Context: an optimization exercise on an open-source flow, tuned for small area, a short achievable clock period and few clock cycles. The choices shown serve that exercise and are no tape-out recipe.
No functional check of the RTL was part of any run shown here.
Power and IR drop assume default switching activity.

==> flow/design.v, too long to show whole: its modules and the start of the top module <==
// module conv_acc: 1666 lines
module conv_acc(
    input         clk,
    input         rst_n,
    input         in_valid,
    input  [31:0] in_data,
    output        in_ready,
    output        out_valid,
    output [19:0] out_data
);
  // ...
==> flow/run.sh <==
#!/bin/bash
# synth_recipe.tcl (not shown) runs the flow's synth.tcl, then flattens the netlist and writes it again
# the make line also repeats each setting of config.mk as NAME=value (left out here)
make -C /OpenROAD-flow-scripts/flow DESIGN_CONFIG=/design/flow/config.mk WORK_HOME=/design/flow/orfs CLKGATE_MAP_FILE= SYNTH_SCRIPT=/design/flow/synth_recipe.tcl finish
==> flow/config.mk <==
export PLATFORM = sky130hd
export DESIGN_NAME = conv_acc
export DESIGN_NICKNAME = conv_acc
export VERILOG_FILES = /design/flow/design.v
export SDC_FILE = /design/flow/constraint.sdc
export NUM_CORES = 4
export LEC_CHECK = 0
export CAP_MARGIN = 20
export CORE_MARGIN = 2
export CORE_UTILIZATION = 65
export PLACE_DENSITY = 0.72
export SETUP_SLACK_MARGIN = 5
export SLEW_MARGIN = 20
==> flow/constraint.sdc <==
create_clock -name core_clock -period 9.0 [get_ports {clk}]
set_input_delay 1.8000 -clock core_clock [delete_from_list [all_inputs] [get_ports {clk}]]
set_output_delay 1.8000 -clock core_clock [all_outputs]
set_load 0.01 [all_outputs]
==> impl_metrics.py, run 1 <==
metrics = {
    "clock_tree": {
        "path_clk_slew_ns": 0.07,
        "cts_resized": 0,
        "clockRootBuffer": "clkbuf_16",
        "clockBufferDepth": 3,
    },
    "yosys": {
        "synth.largest_area_cell": "dfxtp_1",
        "synth_area_leaders": "dfxtp_1, fa_1, edfxtp_1",
        "synth_top_family_by_area": "adder cells",
        "yosysWarnings": 3,
    },
    "power_and_ir_drop": {
        "p_comb_share_pct": 0.7,
        "clock_power_w": 0.00347,
        "finalPower_w": 0.00732,
    },
    "flow_run": {
        "maxCapViolations": 0,
    },
    "routing": {
        "wl_met3_um": 11900,
        "vias_per_cell": 6.11,
    },
    "global_routing": {
        "busiest_layer": "met2",
    },
    "worst_setup_path": {
        "worstSetupEndpoint": "r2[50]",
    },
    "outcome": {
        "outcome": "finished clean",
    },
    "placed_design": {
        "placed_cell_area_um2": 39000,
        "pre_cts_ws_ns": 5.13,
    },
    "sta": {
        "rsz0062_at_grt": "no",
        "relSlewSlack_pct": 19.9,
    },
    "layout": {
        "instances_no_fill": 3942,
        "inverters_excl_clock": 305,
        "area_growth_pct": 10.1,
        "nonClkBufAreaFrac_pct": 2.02,
        "drive_above_1_share_pct": 15.2,
        "multi_input_area_share_pct": 41.5,
        "signal_buffers": 94,
    },
}
==> inputs of run 2 (changes only) <==
--- a/flow/config.mk
+++ b/flow/config.mk
@@ -7,7 +7,6 @@
 export LEC_CHECK = 0
 export CAP_MARGIN = 20
 export CORE_MARGIN = 2
-export CORE_UTILIZATION = 65
-export PLACE_DENSITY = 0.72
+export CORE_UTILIZATION = 40
 export SETUP_SLACK_MARGIN = 5
 export SLEW_MARGIN = 20
==> impl_metrics.py, run 2 <==
metrics = {
    "worst_setup_path": {
        "startpoint": "k1[6]",
        "start_kind": "flip-flop",
        "crit_arrival_ns": 4.14,
        "cp_cell_sequence": "nor2b_1 -> a22o_1 -> nand2_1 -> fa_1 -> fa_1 -> inv_1 -> fa_1 -> fa_1",
        "crit_top_cell": "fa_1",
        "path_max_fanout": 11,
        "cpMaxStageDelayCell": "edfxtp_1",
        "max_stage_delay_ns": 0.61,
        "path_class": "reg -> reg",
        "end_kind": "flip-flop",
        "worstReg2RegStart": "k1[6]",
        "cp.required_ns": 9.39,
    },
    "yosys": {
        "synth_seq_cells": 826,
        "syn_inst": 3141,
        "synth_top_family_by_area": "adder cells",
        "synthSimpleGateAreaFrac_pct": 8.81,
        "syn_nets": 3588,
        "avgSynthCellArea_um2": 12.1,
        "synth_most_common_cell": "dfxtp_1",
        "async_flop_share_pct": 3.63,
        "synth.largest_area_cell": "dfxtp_1",
        "synth_area_leaders": "dfxtp_1, fa_1, edfxtp_1",
        "synth_edf_count": 202,
        "synthXorXnorAreaFrac_pct": 0.923,
        "ys_seq_area_share_pct": 49.3,
        "synthTopCellsByCount": "dfxtp_1, nand2_1, fa_1, inv_1, mux2_2",
        "synth-compound-area-share_pct": 6.71,
        "yosysWarnings": 3,
        "ys.flop_type": "dfxtp_1",
        "synth_area_um2": 38000,
        "synth_top_cell_area_share_pct": 31.3,
        "synthAdderAreaFrac_pct": 20.0,
        "synth_mux_area_share_pct": 9.11,
        "ys_types": 65,
    },
    "outcome": {
        "outcome": "finished clean",
    },
    "routing": {
        "vias_per_cell": 5.25,
        "vias": 23386,
        "drt_iter0_drc": 2229,
        "route.detailed.drc": 0,
        "drt-total-wl_um": 106000,
        "first_pass_iters": 6,
        "ant_nets": 0,
        "post_drt_wl_per_cell_um": 23.7,
    },
    "layout": {
        "drive_above_1_share_pct": 15.8,
        "nFillCells": 8514,
        "instances_no_fill": 4451,
        "layout_common_cells": "dfxtp_1, nand2_1, fa_1",
        "largestRegisters": "rx (224), ry (224), o (70)",
        "area_growth_pct": 13.0,
        "final_common_cell": "dfxtp_1",
        "nNetsFinal": 3569,
    },
    "sta": {
        "fin_tns_setup_ns": 0,
        "rsz0062_at_grt": "no",
        "worst_slew_pin_slew_ns": 1.25,
        "slew_violations": 0,
        "setup_violations": 0,
        "timing.final.hold_violations": 0,
        "min_period_ns": 3.75,
        "timing.hold.ws_ns": 0.313,
        "skew_ns": 0.0606,
        "relSlewSlack_pct": 16.2,
        "min_period_over_period_pct": 41.6,
        "clock.fmax_ghz": 0.267,
    },
    "min_path": {
        "hp-class": "reg -> reg",
        "worstHoldStart": "rx[25][2]",
    },
    "floorplanning": {
        "num_io_pins": 57,
        "row_count": 112,
        "die_x_um": 312,
        "core_um2": 93700,
        "start_util_pct": 40.5,
        "die_h_um": 312,
        "die-area_um2": 97400,
    },
    "placed_design": {
        "portBuffers": 56,
        "placed_cells": 4288,
        "place.gp.congestion": 0.901,
        "dp_hpwl_um": 75000,
    },
    "clock_tree": {
        "holdBufCountCts": 0,
        "htreeDepth": 3,
        "post_cts_buffers": 0,
        "clockRootBuffer": "clkbuf_16",
        "clockBufferDepth": 3,
        "cts_buffers": 86,
        "worstSkewPairLatency_ns": 0.70,
        "path_clk_slew_ns": 0.07,
        "cts_sinks": 826,
        "cts_tree": "yes",
        "cts_resized": 0,
    },
    "global_routing": {
        "grt_pass1_wl_um": 155000,
        "antenna_found_initial": 10,
        "grt_pass1_vias": 23087,
        "grt_start_max_net_pins": 68,
        "grt_use_total_pct": 21.7,
        "grt_overflow": 0,
    },
    "power_and_ir_drop": {
        "p_per_area_nw_per_um2": 180,
        "ir_drop_mv": 0.256,
        "p_leak_nw": 18.0,
    },
    "flow_run": {
        "maxCapViolations": 0,
    },
}
==> run 2: changes by cell type in the layout (fill, tap and decap cells not counted), sizes merged, moves of 3 or more <==
cell	previous run	this run
clkbuf	103	115
inv	317	312
buf	38	49
bufinv	3	8
clkinv	31	28
==> run 2: cells by family after synthesis <==
kind of cell | Yosys count
fa+ha+maj | 412
compound gates | 354
mux | 301
buf+inv | 517
flops | 826
simple gates | 691
xor+xnor | 40
==> run 2: worst paths after layout <==
check | end | slack [ns] | depth (start not counted)
min in group asynchronous | phase[1] | 1.50 | 2
max in group asynchronous | v2 | 7.18 | 2
setup reg to reg | r2[68] | 5.25 | 8
hold reg to reg | rx[26][2] | 0.31 | 0
setup / recovery | r2[68] | 5.25 | 8
hold / removal | rx[26][2] | 0.31 | 0
==> run 2: critical path: cells and delay by family, from the launching register on <==
family                     cells  cell delay (ns)
buffers and inverters          1             0.06
and+or+nand+nor                2             0.55
adders and majority gates      4             2.02
AOI/OAI and AO/OA              1             0.22
DFF                            1             0.61
==> run 2: metal layers <==
metal	vias to the layer above	wire length (µm)	global-route usage, %	part of all wire, %
met1	11686	44800	29.4	42
met3	264	9590	5.25	9.1
met4	4	4720	9.48	4.5
met2	1043	46600	33.2	44
met5	-	31	0	0.029
li1	10389	-	-	-
==> run 2: metrics by stage <==
stage                     area [µm²]  power [W]  setup slack [ns]  util (%)
after global routing           42900    0.00793              5.05      45.7
after CTS                      42900    0.00778              5.26      45.7
final                          42900    0.00770              5.25      45.8
after floorplan                38000    0.00389              5.48         -
after global placement         39700    0.00393              5.32      42.3
after detailed placement       39700    0.00393              5.30      42.3
==> run 2: final cells by class <==
cell class	instances	area (µm²)	area share, %
antenna	4	10.0	0.0233
clock buffer	115	2570	6.00
clock inverter	44	613	1.43
inverter	305	1140	2.67
multi-input combinational	1798	17300	40.4
sequential	826	18700	43.6
tap	1254	1570	3.66
timing repair buffer	105	928	2.16
==> run 2: where the power goes <==
part | switching, W | leakage, nW | internal, W | total (W)
logic | 0.0000368 | 9.56 | 0.0000209 | 0.0000578
registers | 0.00000327 | 6.88 | 0.00379 | 0.00379
clock network | 0.00157 | 1.57 | 0.00228 | 0.00385

## static timing again, ports no longer ideal
In the flow no input, the clock included, has a driving cell. The finished layouts below were timed again as built, in two steps.
Step 1 assumes that a clkbuf_16 drives the clock port and a buf_2 every other input.
Step 2, shift: input delay + t, output delay - t, t = (earliest + latest rising clock arrival at the registers) / 2. This alone moves slack from input paths to output paths.
a / b / c = ideal ports / drivers / drivers and shift; a / b = the first two.
run | shift t [ns] | setup WS [ns] | slew at the worst register clock pin (ns) | worst slew at a driven data input, ns
run 1 | 0.718 | 5.194 / 5.194 / 5.194 | 0.07 / 0.07 | 0.05
run 2 | 0.736 | 5.252 / 5.252 / 5.252 | 0.07 / 0.07 | 0.04
After both steps setup and hold are still met in every run listed.
